This design comes from an exercise in tuning for a short achievable clock period and few clock cycles on the open sky130 flow, not from production work.
In this exercise RTL edits were held to simulation tests only and were not proved equivalent to the original.
Power is estimated from default activity; no workload was simulated.

==> flow/design.v (excerpt) <==
module BSV32I_SSC#(
parameter DataWidth=32,
parameter AddrWidth=10,
parameter RegAddrWidth=5
)
(
    input  clock,
    input  reset,
    input  [DataWidth-1:0]program_in,
    input  [AddrWidth-1:0]address_in,
    input  [DataWidth-1:0]Inst_mem_dataOut,Data_mem_dataOut,
    output logic [DataWidth-1:0]Inst_mem_dataIn,Data_mem_dataIn,
    output logic [AddrWidth-1:0]Inst_mem_address,Data_mem_address,
    output logic Inst_mem_read_en,Data_mem_read_en,
    output logic Inst_mem_write_en,Data_mem_write_en,
    output logic [2:0]func3,
    output logic [DataWidth-1:0]reg_out
);
Size in the first run: about 7500 cells after synthesis, roughly 230 I/O pins, about 82000 um^2 of cells after synthesis.
clock: 9.0 ns
lec_check: 0
abc_clock_period_in_ps: 2500
cap_margin: 45
core_margin: 2
core_utilization: 45
place_density: 0.65
setup_slack_margin: 5
slew_margin: 45
standard.sh (not shown) runs the stock make flow with config.mk's settings and CLKGATE_MAP_FILE= SYNTH_SCRIPT=/design/flow/synth_recipe.tcl, a recipe that flattens the netlist after the stock synthesis.
==> flow/flow/run.sh <==
#!/bin/bash
set -o pipefail
bash standard.sh SETUP_SLACK_MARGIN=6 finish > make_flow.log 2>&1
Testbench counts at the start, summed over its fixed seeds: cycles 58,910.
Change:
--- a/flow/config.mk
+++ b/flow/config.mk
@@ -8,7 +8,6 @@
 export ABC_CLOCK_PERIOD_IN_PS = 2500
-export CAP_MARGIN = 45
+export CAP_MARGIN = 40
 export CORE_MARGIN = 2
-export CORE_UTILIZATION = 45
-export PLACE_DENSITY = 0.65
+export CORE_UTILIZATION = 40
 export SETUP_SLACK_MARGIN = 5
-export SLEW_MARGIN = 45
+export SLEW_MARGIN = 40
After rerunning: The changed run finished with max-capacitance violations, max-slew violations left. Core utilization drops by 6.4 points. Wire length climbs by about 0.8%. Synthesized cell count does not change. First-iteration DRC count drops by about 15%. Power climbs by 0.94%. Maximum frequency drops by 9.6%. Die area climbs by about 12%. Setup slack got worse by 0.43 ns. Sequential cell count does not change. Combinational power barely changes. Global-route usage drops by 4.2 points.

Setup of v12:
BSV32I_SSC, a different RTL version from the one above (not shown whole).
Size in the first run: ~7400 cells after synthesis, ~230 I/O pins, about 82000 sq um of cells after synthesis.
// BSV32I_SSC
module BSV32I_SSC#(
parameter DataWidth=32,
parameter AddrWidth=10,
parameter RegAddrWidth=5
)
(
    input  clock,
    input  reset,
    input  [DataWidth-1:0]program_in,
    input  [AddrWidth-1:0]address_in,
    input  [DataWidth-1:0]Inst_mem_dataOut,Data_mem_dataOut,
    output logic [DataWidth-1:0]Inst_mem_dataIn,Data_mem_dataIn,
    output logic [AddrWidth-1:0]Inst_mem_address,Data_mem_address,
    output logic Inst_mem_read_en,Data_mem_read_en,
    output logic Inst_mem_write_en,Data_mem_write_en,
    output logic [2:0]func3,
    output logic [DataWidth-1:0]reg_out
);
localparam [4:0] OP_LUI   = 5'b01101,
                 OP_AUIPC = 5'b00101,
                 OP_JAL   = 5'b11011,
                 OP_JALR  = 5'b11001,
                 OP_BR    = 5'b11000,
                 OP_LD    = 5'b00000,
                 OP_ST    = 5'b01000,
                 OP_OPI   = 5'b00100,
                 OP_OP    = 5'b01100;
logic [9:0]  pcF;                        
logic [31:0] IR;                         
logic [9:0]  pcD;
logic        validD, predD;
logic [31:0] rf1D, rf2D;
logic        fE1D, fE2D, fM1D, fM2D;
logic        bE1D, bE2D, bM1D, bM2D;     
logic [31:0] aE, bxE, sdE, linkE;        
logic [9:0]  altE;
logic [4:0]  rdE;
logic [2:0]  f3E;
logic        rwE, ldE, stE, brE, jalrE, predE, subE, sraE;
logic        s_addE, s_xorE, s_orE, s_andE, s_sltE, s_sltuE, s_sllE, s_srE, s_linkE;
logic [31:0] resM;                       
logic [4:0]  rdM;
logic        rwM, ldM;            
logic [31:0] regs [1:31];
logic [31:0] resE, sumE;
logic        eqE, ltE, ltuE, takenE, redirect;
logic [9:0]  redirPC;
ALU alu (
    .a(aE), .b_x(bxE), .sub(subE),
    .s_add(s_addE), .s_xor(s_xorE), .s_or(s_orE), .s_and(s_andE),
    .s_slt(s_sltE), .s_sltu(s_sltuE), .s_sll(s_sllE), .s_sr(s_srE), .s_link(s_linkE),
    .sra(sraE), .link(linkE),
    .result(resE), .sum(sumE), .eq(eqE), .lt(ltE), .ltu(ltuE)
);
assign takenE   = f3E[2] ? ((f3E[1] ? ltuE : ltE) ^ f3E[0]) : (eqE ^ f3E[0]);
assign redirect = (brE & (takenE ^ predE)) | jalrE;
assign redirPC  = jalrE ? sumE[11:2] : altE;
logic [31:0] wdataM;
assign wdataM = ldM ? Data_mem_dataOut : resM;
logic [4:0]  opc, rs1, rs2, rd;
logic [2:0]  f3;
logic        isLUI, isAUIPC, isJAL, isJALR, isBR, isLD, isST, isOPI, isOP;
logic        uses1, uses2, writes, stall, subD, useImmB;
  ...
==> flow/config.mk <==
export PLATFORM = sky130hd
export DESIGN_NAME = BSV32I_SSC
export DESIGN_NICKNAME = BSV32I_SSC
export VERILOG_FILES = /design/flow/design.v
export SDC_FILE = /design/flow/constraint.sdc
export NUM_CORES = 4
export LEC_CHECK = 0
export ABC_CLOCK_PERIOD_IN_PS = 2500
export CAP_MARGIN = 40
export CORE_MARGIN = 2
export CORE_UTILIZATION = 45
export GPL_ROUTABILITY_DRIVEN = 0
export PLACE_DENSITY = 0.65
export SETUP_SLACK_MARGIN = 5
export SLEW_MARGIN = 40
==> flow/constraint.sdc <==
create_clock -name core_clock -period 9.0 [get_ports {clock}]
set_input_delay 1.8000 -clock core_clock [delete_from_list [all_inputs] [get_ports {clock}]]
set_output_delay 1.8000 -clock core_clock [all_outputs]
set_load 0.01 [all_outputs]
Scripts as last shown in full above: flow/flow/run.sh
Testbench counts of v12, summed over its fixed seeds: cycles 58,910.
Modified inputs, v54 compared to v12
==> flow/flow/run.sh <==
#!/bin/bash
set -o pipefail
bash standard.sh SETUP_SLACK_MARGIN=7 finish > make_flow.log 2>&1
diff --git a/flow/config.mk b/flow/config.mk
--- a/flow/config.mk
+++ b/flow/config.mk
@@ -9 +9 @@
-export CAP_MARGIN = 40
+export CAP_MARGIN = 30
@@ -11,3 +11 @@
-export CORE_UTILIZATION = 45
-export GPL_ROUTABILITY_DRIVEN = 0
-export PLACE_DENSITY = 0.65
+export CORE_UTILIZATION = 35
@@ -15 +13 @@
-export SLEW_MARGIN = 40
+export SLEW_MARGIN = 30
==> comparison <==
- v54: it failed during 5_1_grt, and the tool reported GRT-0232.
- The mean cell area of the mapped netlist on v12 is in line with that on v54.
- The run showing the greater initial standard-cell utilization of the core is v12.
- Post-synthesis compound-gate area fraction of v12 is on par with v54.
- NOTE number of setup buffers added after CTS v12->v54 increased by more than 100%
- Clock buffer count from CTS, v54 and v12, higher one = v54.
The inputs of v49 differ from those of v54 as listed below.
==> flow/flow/run.sh <==
#!/bin/bash
set -o pipefail
bash standard.sh SETUP_SLACK_MARGIN=6 finish > make_flow.log 2>&1
diff --git a/flow/config.mk b/flow/config.mk
--- a/flow/config.mk
+++ b/flow/config.mk
@@ -9 +9 @@
-export CAP_MARGIN = 30
+export CAP_MARGIN = 40
@@ -11 +11 @@
-export CORE_UTILIZATION = 35
+export CORE_UTILIZATION = 40
@@ -13 +13 @@
-export SLEW_MARGIN = 30
+export SLEW_MARGIN = 40
==> run notes <==
- Out of v54 and v49, the only run to close with the timing, DRC and antenna checks passing was v49.
- v54: GRT-0232 in 5_1_grt -> run aborted
- In the reports for v54 and v49, the larger placer's final routability congestion estimate belongs to v49.
- Of v49 and v54, it is v49 that has the lower worst setup slack before clock tree synthesis.
- ~same xor-xnor portion of the synthesized cell area in v54 and v49
- v49: area after detailed placement is about 1% lower than what v54 reported.
What v26 does differently from v49 at the input level:
diff --git a/flow/config.mk b/flow/config.mk
--- a/flow/config.mk
+++ b/flow/config.mk
@@ -11 +11,2 @@
-export CORE_UTILIZATION = 40
+export CORE_UTILIZATION = 45
+export PLACE_DENSITY = 0.65
Notes after the runs:
Global-route usage over all layers on v26 is up relative to v49. Compared to v49, v26 has utilization 4.9 points higher. Post-placement worst setup slack (higher): v26. Post-synth design cell area came out exactly the same in v49 and v26. Compared with v49, in v26 layout clock buffer count went down by about 3.7%; cell depth of the worst setup path went up 1; largest net degree at the start of global routing picked up an extra 5.2%; final standard cell area without fillers down about 3%. Comparing v26 with v49, the later-pin clock latency in the skew report came out essentially unchanged.

Another version of the RTL of BSV32I_SSC (not shown whole).
For scale: roughly 7000 cells after synthesis, ~1400 flip-flops, roughly 230 I/O pins, ~0.081 mm2 of cells after synthesis.
==> flow/config.mk <==
export PLATFORM = sky130hd
export DESIGN_NAME = BSV32I_SSC
export DESIGN_NICKNAME = BSV32I_SSC
export VERILOG_FILES = /design/flow/design.v
export SDC_FILE = /design/flow/constraint.sdc
export NUM_CORES = 4
export LEC_CHECK = 0
export ABC_CLOCK_PERIOD_IN_PS = 2500
export CAP_MARGIN = 40
export CORE_MARGIN = 2
export CORE_UTILIZATION = 40
export SETUP_SLACK_MARGIN = 5
export SLEW_MARGIN = 40
==> flow/constraint.sdc <==
create_clock -name core_clock -period 9.0 [get_ports {clock}]
set_input_delay 1.8000 -clock core_clock [delete_from_list [all_inputs] [get_ports {clock}]]
set_output_delay 1.8000 -clock core_clock [all_outputs]
set_load 0.01 [all_outputs]
==> flow/flow/run.sh <==
#!/bin/bash
set -o pipefail
bash standard.sh SETUP_SLACK_MARGIN=7 finish > make_flow.log 2>&1
The starting point ended with an error in 5_1_grt.
Testbench counts at the start, summed over its fixed seeds: cycles 59,681.
Rerun with:
==> flow/run.sh (new file) <==
#!/bin/bash
# synth_recipe.tcl (not shown) runs the flow's synth.tcl, then flattens the netlist and writes it again
# the make line also repeats each setting of config.mk as NAME=value (left out here)
make -C /OpenROAD-flow-scripts/flow DESIGN_CONFIG=/design/flow/config.mk WORK_HOME=/design/flow/orfs CLKGATE_MAP_FILE= SYNTH_SCRIPT=/design/flow/synth_recipe.tcl finish
Settings changed: CAP_MARGIN 40 to 30, SLEW_MARGIN 40 to 30.
removed: flow/flow/run.sh
removed: flow/standard.sh
After rerunning: The changed run finished clean; synthesized cell count is unchanged; area after synthesis is unchanged.

==> port drivers added, routing unchanged <==
The flow's constraints put no driver on any port. The routed layouts listed below were extracted and timed again, unchanged, in two steps.
Step 1 assumes that a clkbuf_16 drives the clock port and a buf_2 every other input.
Step 2 adds t to the input delays and takes it off the output delays; t is the mean of the earliest and latest rising clock arrival at the registers after step 1. Input paths then give back, and output paths get back, about the clock's delay inside the block.
Slacks: ideal ports / drivers / drivers and shift; pairs: ideal ports / drivers.
| run | t (ns) | slack for setup (ns) | clock arrival spread, ns | worst register clock-pin slew, ns | worst data-port slew with drivers (ns) |
|---|---|---|---|---|---|
| the first run of note 1 | 0.952 | 4.948 / 4.948 / 4.093 | 0.096 / 0.097 | 0.07 / 0.07 | 0.38 |
| the second run of note 1 | 0.889 | 4.517 / 4.311 / 3.423 | 0.093 / 0.093 | 0.08 / 0.08 | 0.65 |
| v12 | 0.902 | 5.003 / 5.003 / 4.114 | 0.101 / 0.101 | 0.07 / 0.07 | 0.50 |
| v49 | 0.927 | 4.935 / 4.633 / 3.705 | 0.090 / 0.091 | 0.07 / 0.07 | 0.54 |
| v26 | 0.913 | 4.929 / 4.926 / 4.012 | 0.115 / 0.115 | 0.07 / 0.07 | 0.32 |
| the second run of note 3 | 0.913 | 4.767 / 4.767 / 3.991 | 0.078 / 0.078 | 0.07 / 0.07 | 0.25 |
The setup slack of v49, which loses most, moves by -0.302 ns with the drivers and by -1.230 ns with both steps.
